This is an optimization exercise on Yosys and OpenROAD, whose aim is small area, not a production implementation. In this exercise RTL edits were held to simulation tests only and were not proved equivalent to the original. The flow treats the clock pin as an ideal source, which a real chip does not have. No activity file was given, so power comes from the tool's default toggle rates.

main:
==> flow/design.v <==
module sdram_controller (
    wr_addr,
    wr_data,
    wr_enable,
    rd_addr,
    rd_data,
    rd_ready,
    rd_enable,
    busy, rst_n, clk,
    addr, bank_addr, data_in, data_out, data_oe, clock_enable, cs_n, ras_n, cas_n, we_n,
    data_mask_low, data_mask_high
);
input  [23:0] wr_addr;
input  [15:0] wr_data;
input         wr_enable;
input  [23:0] rd_addr;
output [15:0] rd_data;
input         rd_enable;
output        rd_ready;
output        busy;
input         rst_n;
input         clk;
output [12:0] addr;
output [1:0]  bank_addr;
input  [15:0] data_in;
output [15:0] data_out;
output        data_oe;
output        clock_enable;
output        cs_n;
output        ras_n;
output        cas_n;
output        we_n;
output        data_mask_low;
output        data_mask_high;
localparam [9:0] S0  = 10'd363;    
localparam [9:0] SM11 = 10'd291;   
reg [12:0] row_n;      
wire [12:0] row_r = ~row_n;
reg [8:0]  col_n;      
reg [1:0]  bank_n;     
wire [8:0] col_r  = ~col_n;
wire [1:0] bank_r = ~bank_n;
reg [15:0] dq_n;       
wire [15:0] dq = ~dq_n;
reg [9:0]  rcnt_q;     
localparam [9:0] RMASK = 10'b1010101010;
wire [9:0] rcnt = rcnt_q ^ RMASK;
reg        ref_due;    
reg [1:0]  mode_n;     
wire [1:0] mode = ~mode_n;
wire       acc = mode[1];               
wire       rd  = mode[0];               
wire       seq = ~mode[1] & mode[0];    
reg [2:0]  phase;
wire ph_in  = phase[2] ? (~phase[1] & phase[0]) : (phase[1] | ~phase[0]);
wire post   = acc & phase[2] & ~phase[0] & (~phase[1] | ~rd);    
wire act    = acc & (phase == 3'b000);
wire cas    = acc & (phase == 3'b101);
wire dec    = (mode == 2'b00) | post;          
wire [9:0] rcnt_next = {rcnt[8:0], rcnt[9] ^ rcnt[2]};
wire at518  = ~rcnt[8] & ~rcnt[7] & ~rcnt[4] & ~rcnt[3] & ~rcnt[1] & ~rcnt[0];
wire s_pall = seq & ~rcnt[4] & ~rcnt[3] & ~rcnt[2];                  
wire s_ref  = seq & ((~rcnt[6] & ~rcnt[5] & ~rcnt[4]) |
                     (~rcnt[9] & rcnt[7] & rcnt[4] & ~rcnt[2]));    
wire s_mrs  = seq & ~rcnt[4] & ~rcnt[2] & ~rcnt[1];                  
wire s_end  = ~rcnt[6] & rcnt[5] & ~rcnt[3] & rcnt[2];               
wire ld_rd = rd_enable;
wire ld_wr = ~rd_enable & wr_enable;
wire hold  = ~rd_enable & ~wr_enable;
wire dq_cap  = rd & ~dec;
wire dq_wr   = ~dq_cap & wr_enable;
wire dq_hold = ~dq_cap & ~wr_enable;
always @(posedge clk) begin
  {bank_n, col_n} <= ~(({11{ld_rd}} & {rd_addr[23:22], rd_addr[8:0]}) |
                     ({11{ld_wr}} & {wr_addr[23:22], wr_addr[8:0]}) |
                     ({11{hold}}  & {bank_r, col_r}));
  row_n <= ~(rd_enable ? rd_addr[21:9] : wr_addr[21:9]);
  dq_n <= ~(({16{dq_cap}} & data_in) |
            ({16{dq_wr}}  & wr_data) |
            ({16{dq_hold}} & dq));
  phase <= dec ? 3'b000 : {phase[1:0], ph_in};
  if (~rst_n) begin
    mode_n  <= ~2'b01;
    ref_due <= 1'b0;
    rcnt_q  <= S0 ^ RMASK;
  end else if (dec & ref_due) begin
    mode_n  <= ~2'b01;
    ref_due <= 1'b0;
    rcnt_q  <= SM11 ^ RMASK;
  end else begin
    if (dec)
      mode_n <= ~{rd_enable | wr_enable, rd_enable};
    else if (seq & s_end)
      mode_n <= ~2'b00;
    if (at518)
      ref_due <= 1'b1;
    rcnt_q <= rcnt_next ^ RMASK;
  end
end
assign clock_enable = 1'b1;
assign cs_n  = 1'b0;
assign ras_n = ~(act | s_pall | s_ref | s_mrs);
assign cas_n = ~(cas | s_ref | s_mrs);
assign we_n  = ~((cas & ~rd) | s_pall | s_mrs);
assign data_oe  = cas & ~rd;
assign data_out = dq;
assign data_mask_low  = ~acc | post;
assign data_mask_high = ~acc | post;
assign busy     = acc & (phase != 3'd0);
assign rd_ready = post & rd;
assign rd_data  = dq;
assign bank_addr = bank_r & {2{acc}};
assign addr[12:11] = row_r[12:11] & {2{acc}};
assign addr[10]    = acc ? (row_r[10] | ~act) : rcnt[1];   
assign addr[9]     = row_r[9] | ~acc;
assign addr[8:0]   = acc ? (act ? row_r[8:0] : col_r) : 9'h030;
endmodule
clock: 7.5 ns
lec_check: 0
cap_margin: 0
core_margin: 2
core_utilization: 40
place_density: 0.6
slew_margin: 0
standard.sh (not shown) runs the stock make flow with config.mk's settings and CLKGATE_MAP_FILE= SYNTH_SCRIPT=/design/flow/synth_recipe.tcl, a recipe that flattens the netlist after the stock synthesis.
==> flow/flow/run.sh <==
#!/bin/bash
# The standard ORFS layout (standard.sh) with these changes to how it is made:
#  - synthesis maps the logic with an area-oriented ABC script
#    (abc_area_map.script) in place of ORFS's delay-oriented one; everything
#    else in synthesis, including the flip-flops, their cells and names, is
#    the standard synthesis;
#  - each port is buffered by the smallest buffer (buf_1);
set -euo pipefail
rm -rf scripts_area
cp -r "$FLOW_HOME/scripts" scripts_area
cp flow/abc_area_map.script scripts_area/abc_speed.script
export SCRIPTS_DIR="$PWD/scripts_area"
export BUFFER_PORTS_ARGS="-buffer_cell sky130_fd_sc_hd__buf_1"
export POST_CTS_TCL="$PWD/flow/post_cts.tcl"
export CTS_ARGS="-sink_clustering_enable -repair_clock_nets -dont_use_dummy_load -buf_list sky130_fd_sc_hd__clkbuf_4"
bash standard.sh finish > flow_make.log 2>&1
==> flow/flow/abc_area_map.script <==
strash
dch
amap
topo
==> flow/flow/post_cts.tcl <==
proc post_cts_max_clk_slew {} {
  set mx 0
  foreach p [get_pins -hierarchical */CLK] {
    set s [get_property $p slew_max]
    if {$s > $mx} { set mx $s }
  }
  return $mx
}
estimate_parasitics -placement
set resized 0
foreach inst [get_cells clkbuf_*] {
  set out [get_pins -of_objects $inst -filter "direction==output"]
  if {[get_property $out slew_max] <= 0.11} { continue }
  foreach m {buf_6 clkbuf_8 clkbuf_16} {
    replace_cell $inst sky130_fd_sc_hd__$m
    estimate_parasitics -placement
    if {[get_property $out slew_max] <= 0.11} { break }
  }
  incr resized
}
foreach inst [get_cells clkbuf_*] {
  if {[get_property $inst ref_name] ne "sky130_fd_sc_hd__clkbuf_4"} { continue }
  foreach m {clkbuf_1 clkbuf_2 clkbuf_4} {
    replace_cell $inst sky130_fd_sc_hd__$m
    estimate_parasitics -placement
    if {$m eq "clkbuf_4" || [post_cts_max_clk_slew] <= 0.11} { break }
  }
  if {$m ne "clkbuf_4"} { incr resized }
}
puts "post_cts: resized $resized clock buffers, max clock pin slew [post_cts_max_clk_slew]"
if {$resized > 0} {
  detailed_placement
  estimate_parasitics -placement
}
Inputs modified between main and the feature branch:
--- a/flow/design.v
+++ b/flow/design.v
@@ -43,14 +43,13 @@
 reg [15:0] dq_n;       
 wire [15:0] dq = ~dq_n;
 reg [9:0]  rcnt_q;     
 localparam [9:0] RMASK = 10'b1010101010;
 wire [9:0] rcnt = rcnt_q ^ RMASK;
 reg        ref_due;    
-reg [1:0]  mode_n;     
-wire [1:0] mode = ~mode_n;
+reg [1:0]  mode;
 wire       acc = mode[1];               
 wire       rd  = mode[0];               
 wire       seq = ~mode[1] & mode[0];    
 reg [2:0]  phase;
 wire ph_in  = phase[2] ? (~phase[1] & phase[0]) : (phase[1] | ~phase[0]);
 wire post   = acc & phase[2] & ~phase[0] & (~phase[1] | ~rd);    
@@ -77,24 +76,24 @@
   row_n <= ~(rd_enable ? rd_addr[21:9] : wr_addr[21:9]);
   dq_n <= ~(({16{dq_cap}} & data_in) |
             ({16{dq_wr}}  & wr_data) |
             ({16{dq_hold}} & dq));
   phase <= dec ? 3'b000 : {phase[1:0], ph_in};
   if (~rst_n) begin
-    mode_n  <= ~2'b01;
+    mode    <= 2'b01;
     ref_due <= 1'b0;
     rcnt_q  <= S0 ^ RMASK;
   end else if (dec & ref_due) begin
-    mode_n  <= ~2'b01;
+    mode    <= 2'b01;
     ref_due <= 1'b0;
     rcnt_q  <= SM11 ^ RMASK;
   end else begin
     if (dec)
-      mode_n <= ~{rd_enable | wr_enable, rd_enable};
+      mode <= {rd_enable | wr_enable, rd_enable};
     else if (seq & s_end)
-      mode_n <= ~2'b00;
+      mode <= 2'b00;
     if (at518)
       ref_due <= 1'b1;
     rcnt_q <= rcnt_next ^ RMASK;
   end
 end
 assign clock_enable = 1'b1;
Notes after the runs:
The feature branch: sequential fraction of design power lower than main. In the feature branch, via count is higher than in main. Taking main as the reference, in the feature branch worst path required time now sits at about the same level; placement-stage worst setup slack decreased 0.070 ns; sequential share of layout area moved down; worst hold path cell count has remained practically unchanged. When the feature branch is measured against main, its slack of the critical path turns out 0.20 ns lower. Cell-internal power ends up lower on main. Summary of the feature branch over main: total half-perimeter wirelength after legalization and detailed placement up 59 µm; cell area power density up about 3.7%; cell area up about 0.9%. Compared main against the feature branch; utilization within noise.

---

Another version of the RTL of sdram_controller (not shown whole).
Size in the first run: roughly 200 cells after synthesis, about 73 flip-flops, ~140 I/O pins.
==> module sdram_controller, before the edit <==
module sdram_controller (
    wr_addr,
    wr_data,
    wr_enable,
    rd_addr,
    rd_data,
    rd_ready,
    rd_enable,
    busy, rst_n, clk,
    addr, bank_addr, data_in, data_out, data_oe, clock_enable, cs_n, ras_n, cas_n, we_n,
    data_mask_low, data_mask_high
);
input  [23:0] wr_addr;
input  [15:0] wr_data;
input         wr_enable;
input  [23:0] rd_addr;
output [15:0] rd_data;
input         rd_enable;
output        rd_ready;
output        busy;
input         rst_n;
input         clk;
output [12:0] addr;
output [1:0]  bank_addr;
input  [15:0] data_in;
output [15:0] data_out;
output        data_oe;
output        clock_enable;
output        cs_n;
output        ras_n;
output        cas_n;
output        we_n;
output        data_mask_low;
output        data_mask_high;
localparam [9:0] S0  = 10'd363;    
localparam [9:0] SM11 = 10'd291;   
reg [12:0] row_r;      
reg [8:0]  col_n;      
reg [1:0]  bank_n;     
wire [8:0] col_r  = ~col_n;
wire [1:0] bank_r = ~bank_n;
reg [15:0] wr_data_r;
reg [15:0] rd_data_r;
reg [9:0]  rcnt;
reg        ref_due;    
reg        seq;        
reg        acc;        
reg        rd;         
reg [2:0]  phase;
wire ph_in  = phase[2] ? (~phase[1] & phase[0]) : (phase[1] | ~phase[0]);
wire post   = acc & phase[2] & ~phase[0] & (~phase[1] | ~rd);    
wire act    = acc & (phase == 3'b000);
wire cas    = acc & (phase == 3'b101);
wire dec    = (~seq & ~acc) | post;             
wire [9:0] rcnt_next = {rcnt[8:0], rcnt[9] ^ rcnt[2]};
wire at518  = ~rcnt[8] & ~rcnt[7] & ~rcnt[4] & ~rcnt[3] & ~rcnt[1] & ~rcnt[0];
wire s_pall = seq & ~rcnt[4] & ~rcnt[3] & ~rcnt[2];                  
wire s_ref  = seq & ((~rcnt[6] & ~rcnt[5] & ~rcnt[4]) |
                     (~rcnt[9] & rcnt[7] & rcnt[4] & ~rcnt[2]));    
wire s_mrs  = seq & ~rcnt[4] & ~rcnt[2] & ~rcnt[1];                  
wire s_end  = ~rcnt[6] & rcnt[5] & ~rcnt[3] & rcnt[2];               
wire ld_rd = rd_enable;
wire ld_wr = ~rd_enable & wr_enable;
wire hold  = ~rd_enable & ~wr_enable;
always @(posedge clk) begin
  {bank_n, col_n} <= ~(({11{ld_rd}} & {rd_addr[23:22], rd_addr[8:0]}) |
                     ({11{ld_wr}} & {wr_addr[23:22], wr_addr[8:0]}) |
                     ({11{hold}}  & {bank_r, col_r}));
  row_r <= rd_enable ? rd_addr[21:9] : wr_addr[21:9];
  if (wr_enable)
    wr_data_r <= wr_data;
  rd_data_r <= data_in;
  phase <= dec ? 3'b000 : {phase[1:0], ph_in};
  if (dec)
    rd <= rd_enable;
  if (~rst_n) begin
    seq     <= 1'b1;
    acc     <= 1'b0;
    ref_due <= 1'b0;
    rcnt    <= S0;
  end else if (dec & ref_due) begin
    seq     <= 1'b1;
    acc     <= 1'b0;
    ref_due <= 1'b0;
    rcnt    <= SM11;
  end else begin
    if (dec)
      acc <= rd_enable | wr_enable;
    if (s_end)
      seq <= 1'b0;
    if (at518)
      ref_due <= 1'b1;
    rcnt <= rcnt_next;
  end
end
assign clock_enable = 1'b1;
assign cs_n  = 1'b0;
assign ras_n = ~(act | s_pall | s_ref | s_mrs);
assign cas_n = ~(cas | s_ref | s_mrs);
assign we_n  = ~((cas & ~rd) | s_pall | s_mrs);
assign data_oe  = cas & ~rd;
assign data_out = wr_data_r;
assign data_mask_low  = ~acc | post;
assign data_mask_high = ~acc | post;
assign busy     = acc & (phase != 3'd0);
assign rd_ready = post & rd;
assign rd_data  = rd_data_r;
assign bank_addr = bank_r & {2{acc}};
assign addr[12:11] = row_r[12:11] & {2{acc}};
assign addr[10]    = acc ? (row_r[10] | ~act) : rcnt[1];   
assign addr[9]     = row_r[9] | ~acc;
assign addr[8:0]   = acc ? (act ? row_r[8:0] : col_r) : 9'h030;
endmodule
clock: 7.5 ns
lec_check: 0
cap_margin: 20
core_margin: 2
core_utilization: 40
place_density: 0.6
slew_margin: 20
==> flow/flow/run.sh <==
#!/bin/bash
# The standard ORFS layout with three changes to how it is made:
#  - synthesis maps logic with an area-oriented ABC script (abc_area_map.script)
#    in place of ORFS's delay-oriented one; everything else in synthesis,
#    including the flip-flops and their names, is the standard synthesis;
#  - each port is buffered by the smallest buffer (buf_1);
#  - the clock tree uses clkbuf_4 and no dummy loads; after it is built,
#    post_cts.tcl upsizes the clock buffers whose output slew is high.
set -euo pipefail
rm -rf scripts_area
cp -r "$FLOW_HOME/scripts" scripts_area
cp flow/abc_area_map.script scripts_area/abc_speed.script
export SCRIPTS_DIR="$PWD/scripts_area"
export BUFFER_PORTS_ARGS="-buffer_cell sky130_fd_sc_hd__buf_1"
export POST_CTS_TCL="$PWD/flow/post_cts.tcl"
export CTS_ARGS="-sink_clustering_enable -repair_clock_nets -dont_use_dummy_load -buf_list sky130_fd_sc_hd__clkbuf_4"
bash standard.sh finish > flow_make.log 2>&1
==> flow/flow/post_cts.tcl <==
estimate_parasitics -placement
set upsized 0
foreach inst [get_cells clkbuf_*] {
  set out [get_pins -of_objects $inst -filter "direction==output"]
  if {[get_property $out slew_max] > 0.11} {
    replace_cell $inst sky130_fd_sc_hd__clkbuf_8
    incr upsized
  }
}
puts "post_cts: upsized $upsized clock buffers"
if {$upsized > 0} {
  detailed_placement
  estimate_parasitics -placement
}
Scripts as last shown in full above: flow/flow/abc_area_map.script
Change:
--- a/flow/design.v
+++ b/flow/design.v
@@ -34,14 +34,17 @@
 output        data_mask_high;
 localparam [9:0] S0  = 10'd363;    
 localparam [9:0] SM11 = 10'd291;   
-reg [12:0] row_r;      
+reg [12:0] row_n;      
+wire [12:0] row_r = ~row_n;
 reg [8:0]  col_n;      
 reg [1:0]  bank_n;     
 wire [8:0] col_r  = ~col_n;
 wire [1:0] bank_r = ~bank_n;
 reg [15:0] wr_data_r;
 reg [15:0] rd_data_r;
-reg [9:0]  rcnt;
+reg [9:0]  rcnt_q;     
+localparam [9:0] RMASK = 10'b1010101010;
+wire [9:0] rcnt = rcnt_q ^ RMASK;
 reg        ref_due;    
 reg        seq;        
 reg        acc;        
@@ -66,7 +69,7 @@
   {bank_n, col_n} <= ~(({11{ld_rd}} & {rd_addr[23:22], rd_addr[8:0]}) |
                      ({11{ld_wr}} & {wr_addr[23:22], wr_addr[8:0]}) |
                      ({11{hold}}  & {bank_r, col_r}));
-  row_r <= rd_enable ? rd_addr[21:9] : wr_addr[21:9];
+  row_n <= ~(rd_enable ? rd_addr[21:9] : wr_addr[21:9]);
   if (wr_enable)
     wr_data_r <= wr_data;
   rd_data_r <= data_in;
@@ -77,12 +80,12 @@
     seq     <= 1'b1;
     acc     <= 1'b0;
     ref_due <= 1'b0;
-    rcnt    <= S0;
+    rcnt_q  <= S0 ^ RMASK;
   end else if (dec & ref_due) begin
     seq     <= 1'b1;
     acc     <= 1'b0;
     ref_due <= 1'b0;
-    rcnt    <= SM11;
+    rcnt_q  <= SM11 ^ RMASK;
   end else begin
     if (dec)
       acc <= rd_enable | wr_enable;
@@ -90,7 +93,7 @@
       seq <= 1'b0;
     if (at518)
       ref_due <= 1'b1;
-    rcnt <= rcnt_next;
+    rcnt_q <= rcnt_next ^ RMASK;
   end
 end
 assign clock_enable = 1'b1;
Core utilization barely changes.
Design area drops by 1.9%.
Count of clock-buffer cells in the layout does not change.
Wire length climbs by about 2%.
Via count climbs by about 1.7%.
Total power climbs by 1.3%.
Register-to-register slack gets worse by 30 ps.

-- port drivers added, routing unchanged --
In the flow no input, the clock included, has a driving cell. The finished layouts below were timed again as built, in two steps. Step 1, drivers: a clkbuf_16 drives clk and a buf_2 each remaining input, both assumed. Step 2 moves the port delays by t, midway between the first and last clock arrival at a register: inputs arrive t later, outputs are due t later. That takes back most of the time a late clock gives input paths. a / b / c = ideal ports / drivers / drivers and shift; a / b = the first two.
run	t, ns	setup slack, ns	worst slew at a driven data input, ns	cell pins on the clock port's net
main	0.377	3.978 / 3.953 / 4.330	0.05	1
the feature branch	0.499	3.774 / 3.749 / 4.249	0.05	1
the first run of note 2	0.351	4.021 / 3.990 / 4.300	0.05	1
the second run of note 2	0.354	3.982 / 3.956 / 4.309	0.05	1
After both steps every run listed still meets setup and hold.
